Context: an optimization exercise on an open-source flow, tuned for small area. The choices shown serve that exercise and are no tape-out recipe. The RTL was checked by simulation tests, not by an equivalence proof against the original design. The flow treats the clock pin as an ideal source. Dropping or thinning the clock tree relies on that and would not hold on a real chip. Power figures rest on the tool's default switching activity, not on a simulated workload.

## v40
Design Classic_Pong_Top, start of the top module:
module Classic_Pong_Top (
    input clk_i,
    input rst_i,
    input UART_RX_i,
    input sw1_i,
    input sw2_i,
    input sw3_i,
    input sw4_i,
    output VGA_Hsync_o,
    output VGA_Vsync_o,
    output VGA_Red_0_o,
    output VGA_Red_1_o,
    output VGA_Red_2_o,
    output VGA_Grn_0_o,
    output VGA_Grn_1_o,
    output VGA_Grn_2_o,
    output VGA_Blu_0_o,
    output VGA_Blu_1_o,
    output VGA_Blu_2_o
);
Size: ~780 cells after synthesis, ~18 I/O pins, about 0.0075 mm² of cells after synthesis.
clock: 40.0 ns
lec_check: 0
cap_margin: 20
core_margin: 2
core_utilization: 70
place_density: 0.85
slew_margin: 20
standard.sh (not shown) runs the stock make flow with config.mk's settings and CLKGATE_MAP_FILE= SYNTH_SCRIPT=/design/flow/synth_recipe.tcl, a recipe that flattens the netlist after the stock synthesis.
==> flow/flow/run.sh <==
#!/bin/bash
# Layout flow: the standard synthesis, an area re-mapping of its
# combinational logic (flip-flops untouched), then the standard layout
# steps with a smaller clock tree and smaller port buffers.
set -euo pipefail
W=$PWD
F=$W/flow
R=$W/orfs/results/sky130hd/Classic_Pong_Top/base
LIB=$FLOW_HOME/platforms/sky130hd/lib/sky130_fd_sc_hd__tt_025C_1v80.lib

# 1. the standard synthesis
bash standard.sh synth > $W/log_1_synth.txt 2>&1
cp $R/1_2_yosys.v $W/std_synth.v

# 2. re-map the gates between the flip-flops with ABC (four random seeds in
#    parallel), keep the smallest netlist
for s in 1 2 3 4; do
  sed "s/@SEED@/$s/" $F/area.abc > $W/area_$s.abc
  LIBFILE=$LIB NETIN=$W/std_synth.v NETOUT=$W/reopt_$s.v TOP=$FLOW_TOP ABCSCRIPT=$W/area_$s.abc \
    yosys -c $F/reopt.tcl > $W/log_2_reopt_$s.txt 2>&1 &
done
wait
best=""; bestA=""
for s in 1 2 3 4; do
  a=$(sed -nE "s/.*Chip area for module .*: ([0-9.]+).*/\1/p" $W/reopt_$s.v.stat | head -1)
  echo "seed $s area $a" >> $W/log_2_reopt_pick.txt
  if [[ -n "$a" ]] && { [[ -z "$bestA" ]] || awk "BEGIN{exit !($a < $bestA)}"; }; then best=$s; bestA=$a; fi
done
echo "picked seed $best area $bestA" >> $W/log_2_reopt_pick.txt
cp $W/reopt_$best.v $R/1_2_yosys.v
rm -f $R/1_synth.odb $R/1_synth.sdc

# 3. the standard flow's layout steps up to placement; the ports get buf_1 buffers
PORTS="BUFFER_PORTS_ARGS=-buffer_cell sky130_fd_sc_hd__buf_1"
bash standard.sh "$PORTS" place > $W/log_3_place.txt 2>&1

# 4. clock tree (mycts.tcl): the clock port drives one clkbuf_8, which drives
#    one clkbuf_8 per cluster of at most 18 flip-flops
RESULTS_DIR=$R PLATFORM_DIR=$FLOW_HOME/platforms/sky130hd LIBFILE=$LIB \
  CTS_K=12 CTS_CAP=18 CTS_LEAF=sky130_fd_sc_hd__clkbuf_8 CTS_ROOT=sky130_fd_sc_hd__clkbuf_8 \
  openroad -no_init -exit $F/mycts.tcl > $W/log_4_cts.txt 2>&1
cp $R/4_1_cts.odb $R/4_cts.odb
touch $R/4_cts.sdc

# 5. the rest of the standard flow's layout steps
bash standard.sh "$PORTS" finish > $W/log_5_layout.txt 2>&1
==> flow/flow/mycts.tcl <==
# Two-level clock tree: the clock port drives one root buffer, which drives
# one leaf buffer per cluster of flip-flops; the clusters come from k-means
# on the flip-flop positions with a cap on their size.
# Env: RESULTS_DIR PLATFORM_DIR LIBFILE TECH_LEF SC_LEF CTS_K CTS_CAP CTS_LEAF CTS_ROOT
read_liberty $::env(LIBFILE)
read_db $::env(RESULTS_DIR)/3_place.odb
read_sdc $::env(RESULTS_DIR)/3_place.sdc
source $::env(PLATFORM_DIR)/setRC.tcl

set db [ord::get_db]
set block [ord::get_db_block]
set clk [$block findNet clk_i]
set sinks {}
foreach it [$clk getITerms] {
  set inst [$it getInst]
  set bb [$inst getBBox]
  lappend sinks [list $it [expr {([$bb xMin]+[$bb xMax])/2.0}] [expr {([$bb yMin]+[$bb yMax])/2.0}]]
}
set n [llength $sinks]
set K $::env(CTS_K)
set cap $::env(CTS_CAP)
puts "mycts: $n sinks, $K clusters, cap $cap"

# k-means with capacity: initial centres spread along a space-filling order
set sorted [lsort -real -index 1 $sinks]
set cx {}; set cy {}
for {set k 0} {$k < $K} {incr k} {
  set s [lindex $sorted [expr {int(($k + 0.5) * $n / $K)}]]
  lappend cx [lindex $s 1]; lappend cy [lindex $s 2]
}
for {set iter 0} {$iter < 30} {incr iter} {
  # assign: each sink to nearest centre with room, sinks in order of their best distance
  set pairs {}
  set i 0
  foreach s $sinks {
    for {set k 0} {$k < $K} {incr k} {
      set d [expr {abs([lindex $s 1]-[lindex $cx $k]) + abs([lindex $s 2]-[lindex $cy $k])}]
      lappend pairs [list $d $i $k]
    }
    incr i
  }
  set pairs [lsort -real -index 0 $pairs]
  set asg [lrepeat $n -1]
  set cnt [lrepeat $K 0]
  foreach p $pairs {
    lassign $p d i k
    if {[lindex $asg $i] >= 0} continue
    if {[lindex $cnt $k] >= $cap} continue
    lset asg $i $k
    lset cnt $k [expr {[lindex $cnt $k] + 1}]
  }
  # update centres
  set sx [lrepeat $K 0.0]; set sy [lrepeat $K 0.0]
  set i 0
  foreach s $sinks {
    set k [lindex $asg $i]
    lset sx $k [expr {[lindex $sx $k] + [lindex $s 1]}]
    lset sy $k [expr {[lindex $sy $k] + [lindex $s 2]}]
    incr i
  }
  for {set k 0} {$k < $K} {incr k} {
    set c [lindex $cnt $k]
    if {$c > 0} {
      lset cx $k [expr {[lindex $sx $k] / $c}]
      lset cy $k [expr {[lindex $sy $k] / $c}]
    }
  }
}
puts "mycts: cluster sizes $cnt"

set leafm [$db findMaster $::env(CTS_LEAF)]
set rootm [$db findMaster $::env(CTS_ROOT)]
set rootnet [odb::dbNet_create $block clknet_root]
$rootnet setSigType CLOCK
set rx 0.0; set ry 0.0
for {set k 0} {$k < $K} {incr k} {
  set b [odb::dbInst_create $block $leafm clkbuf_leaf_$k]
  $b setLocation [expr {int([lindex $cx $k])}] [expr {int([lindex $cy $k])}]
  $b setPlacementStatus PLACED
  set net [odb::dbNet_create $block clknet_leaf_$k]
  $net setSigType CLOCK
  [$b findITerm A] connect $rootnet
  [$b findITerm X] connect $net
  set rx [expr {$rx + [lindex $cx $k]}]; set ry [expr {$ry + [lindex $cy $k]}]
  set leafnet($k) $net
}
set i 0
foreach s $sinks {
  set it [lindex $s 0]
  $it disconnect
  $it connect $leafnet([lindex $asg $i])
  incr i
}
set r [odb::dbInst_create $block $rootm clkbuf_root]
$r setLocation [expr {int($rx / $K)}] [expr {int($ry / $K)}]
$r setPlacementStatus PLACED
[$r findITerm A] connect $clk
[$r findITerm X] connect $rootnet
$clk setSigType CLOCK

detailed_placement
check_placement -verbose
set_propagated_clock [all_clocks]
estimate_parasitics -placement
set mx 0
foreach p [get_pins -hierarchical */CLK] { foreach k {slew_max_rise slew_max_fall} { set s [get_property $p $k]; if {$s > $mx} {set mx $s} } }
puts "mycts: max clock pin slew $mx"
report_clock_skew
repair_timing -hold -verbose
detailed_placement
check_placement -verbose
write_db $::env(RESULTS_DIR)/4_1_cts.odb
write_sdc -no_timestamp $::env(RESULTS_DIR)/4_cts.sdc
Other scripts of this flow, unchanged in this note and not shown: flow/flow/area.abc, flow/flow/reopt.tcl
v40: all stages complete, timing, DRC and antenna checks passed
The inputs of v44 differ from those of v40 as listed below.
-- flow/flow/run.sh --
<<< v40, line 37
# 4. clock tree (mycts.tcl): the clock port drives one clkbuf_8, which drives
#    one clkbuf_8 per cluster of at most 18 flip-flops
RESULTS_DIR=$R PLATFORM_DIR=$FLOW_HOME/platforms/sky130hd LIBFILE=$LIB \
  CTS_K=12 CTS_CAP=18 CTS_LEAF=sky130_fd_sc_hd__clkbuf_8 CTS_ROOT=sky130_fd_sc_hd__clkbuf_8 \
  openroad -no_init -exit $F/mycts.tcl > $W/log_4_cts.txt 2>&1
>>> v44, line 37
# 4. clock tree (mycts.tcl): the clock port drives one clkbuf_8, which drives
#    one clkbuf_8 per cluster of at most 20 flip-flops
RESULTS_DIR=$R PLATFORM_DIR=$FLOW_HOME/platforms/sky130hd LIBFILE=$LIB \
  CTS_K=11 CTS_CAP=20 CTS_LEAF=sky130_fd_sc_hd__clkbuf_8 CTS_ROOT=sky130_fd_sc_hd__clkbuf_8 \
  openroad -no_init -exit $F/mycts.tcl > $W/log_4_cts.txt 2>&1
Comparing v40 with v44, the final instance count without filler cells came out essentially unchanged.
The run showing the greater critical path depth is v40.
[v44 vs v40] total power draw: lower in v44
On routed wire length: between v40 and v44, it ends up higher for v44.
Of the two values seen for critical-path cell with the highest stage delay, sky130_fd_sc_hd__dfxtp_1 was produced by v44 and sky130_fd_sc_hd__a2111oi_0 by v40.
> inputs changed (v44 -> v7)
-- flow/flow/run.sh --
<<< v44, line 14

# 2. re-map the gates between the flip-flops with ABC (four random seeds in
#    parallel), keep the smallest netlist
for s in 1 2 3 4; do
  sed "s/@SEED@/$s/" $F/area.abc > $W/area_$s.abc
  LIBFILE=$LIB NETIN=$W/std_synth.v NETOUT=$W/reopt_$s.v TOP=$FLOW_TOP ABCSCRIPT=$W/area_$s.abc \
    yosys -c $F/reopt.tcl > $W/log_2_reopt_$s.txt 2>&1 &
done
wait
best=""; bestA=""
for s in 1 2 3 4; do
  a=$(sed -nE "s/.*Chip area for module .*: ([0-9.]+).*/\1/p" $W/reopt_$s.v.stat | head -1)
>>> v7, line 14

# 2. re-map the gates between the flip-flops with ABC (eight random seeds,
#    four at a time), keep the smallest netlist
for batch in "1 2 3 4" "5 6 7 8"; do
  for s in $batch; do
    sed "s/@SEED@/$s/" $F/area.abc > $W/area_$s.abc
    LIBFILE=$LIB NETIN=$W/std_synth.v NETOUT=$W/reopt_$s.v TOP=$FLOW_TOP ABCSCRIPT=$W/area_$s.abc \
      yosys -c $F/reopt.tcl > $W/log_2_reopt_$s.txt 2>&1 &
  done
  wait
done
best=""; bestA=""
for s in 1 2 3 4 5 6 7 8; do
  a=$(sed -nE "s/.*Chip area for module .*: ([0-9.]+).*/\1/p" $W/reopt_$s.v.stat | head -1)
<<< v44, line 36

# 4. clock tree (mycts.tcl): the clock port drives one clkbuf_8, which drives
#    one clkbuf_8 per cluster of at most 20 flip-flops
RESULTS_DIR=$R PLATFORM_DIR=$FLOW_HOME/platforms/sky130hd LIBFILE=$LIB \
  CTS_K=11 CTS_CAP=20 CTS_LEAF=sky130_fd_sc_hd__clkbuf_8 CTS_ROOT=sky130_fd_sc_hd__clkbuf_8 \
  openroad -no_init -exit $F/mycts.tcl > $W/log_4_cts.txt 2>&1
>>> v7, line 38

# 4. clock tree (mycts.tcl): the clock port drives one clkbuf_4, which drives
#    one clkbuf_8 per cluster of at most 18 flip-flops
RESULTS_DIR=$R PLATFORM_DIR=$FLOW_HOME/platforms/sky130hd LIBFILE=$LIB \
  CTS_K=12 CTS_CAP=18 CTS_LEAF=sky130_fd_sc_hd__clkbuf_8 CTS_ROOT=sky130_fd_sc_hd__clkbuf_4 \
  openroad -no_init -exit $F/mycts.tcl > $W/log_4_cts.txt 2>&1
[summary]
v44 -> v7: core utilization flat
On full die area, v7 tracks v44 almost exactly.
v7: weighted congestion at the end of routability-driven global placement 2.6% below v44
The power in sequential cells was comparable across v7 and v44.
Diff v44 -> v7: die boundary height now sits at about the same level; combinational cell fraction of total power went down 0.3 points.
Area after synthesis: v7 vs v44, no meaningful difference
Sequential share of layout area delta (v7 -> v44): insignificant
Edits applied to the flow inputs when going from v7 to v16:
-- flow/flow/run.sh --
<<< v7, line 14

# 2. re-map the gates between the flip-flops with ABC (eight random seeds,
#    four at a time), keep the smallest netlist
for batch in "1 2 3 4" "5 6 7 8"; do
  for s in $batch; do
>>> v16, line 14

# 2. re-map the gates between the flip-flops with ABC (sixteen random seeds,
#    four at a time), keep the smallest netlist
for batch in "1 2 3 4" "5 6 7 8" "9 10 11 12" "13 14 15 16"; do
  for s in $batch; do
<<< v7, line 25
best=""; bestA=""
for s in 1 2 3 4 5 6 7 8; do
  a=$(sed -nE "s/.*Chip area for module .*: ([0-9.]+).*/\1/p" $W/reopt_$s.v.stat | head -1)
>>> v16, line 25
best=""; bestA=""
for s in $(seq 1 16); do
  a=$(sed -nE "s/.*Chip area for module .*: ([0-9.]+).*/\1/p" $W/reopt_$s.v.stat | head -1)
Notes after the runs:
Via count delta (v16 -> v7): insignificant
The combinational fraction of design power on v7 is in line with that on v16.
Compared v7 against v16; remaining design rule violation count within noise.
No run of this note takes its clock network from TritonCTS; it comes from the design's own scripts or RTL.

afterwards: timing with drivers on the ports:
Ports are ideal in the flow. The routed layouts listed here were re-timed in OpenROAD. Step 1, drivers: a clkbuf_16 drives clk_i and a buf_2 each remaining input, both assumed. Step 2 moves the port delays by t, midway between the first and last clock arrival at a register: inputs arrive t later, outputs are due t later. That takes back most of the time a late clock gives input paths. a / b / c = ideal ports / drivers / drivers and shift; a / b = the first two.
run | shift t [ns] | slack for setup (ns) | worst hold slack (ns) | worst setup path after step 2 | worst slew at a driven data input, ns
v40 | 0.477 | 29.270 / 29.237 / 29.714 | 0.335 / 0.335 / 0.335 | register to output | 0.04
v44 | 0.465 | 29.286 / 29.253 / 29.718 | 0.339 / 0.339 / 0.339 | register to output | 0.04
v7 | 0.587 | 29.244 / 29.213 / 29.800 | 0.346 / 0.346 / 0.346 | register to output | 0.03
v16 | 0.587 | 29.244 / 29.213 / 29.800 | 0.346 / 0.346 / 0.346 | register to output | 0.03
After both steps setup and hold are still met in every run listed.
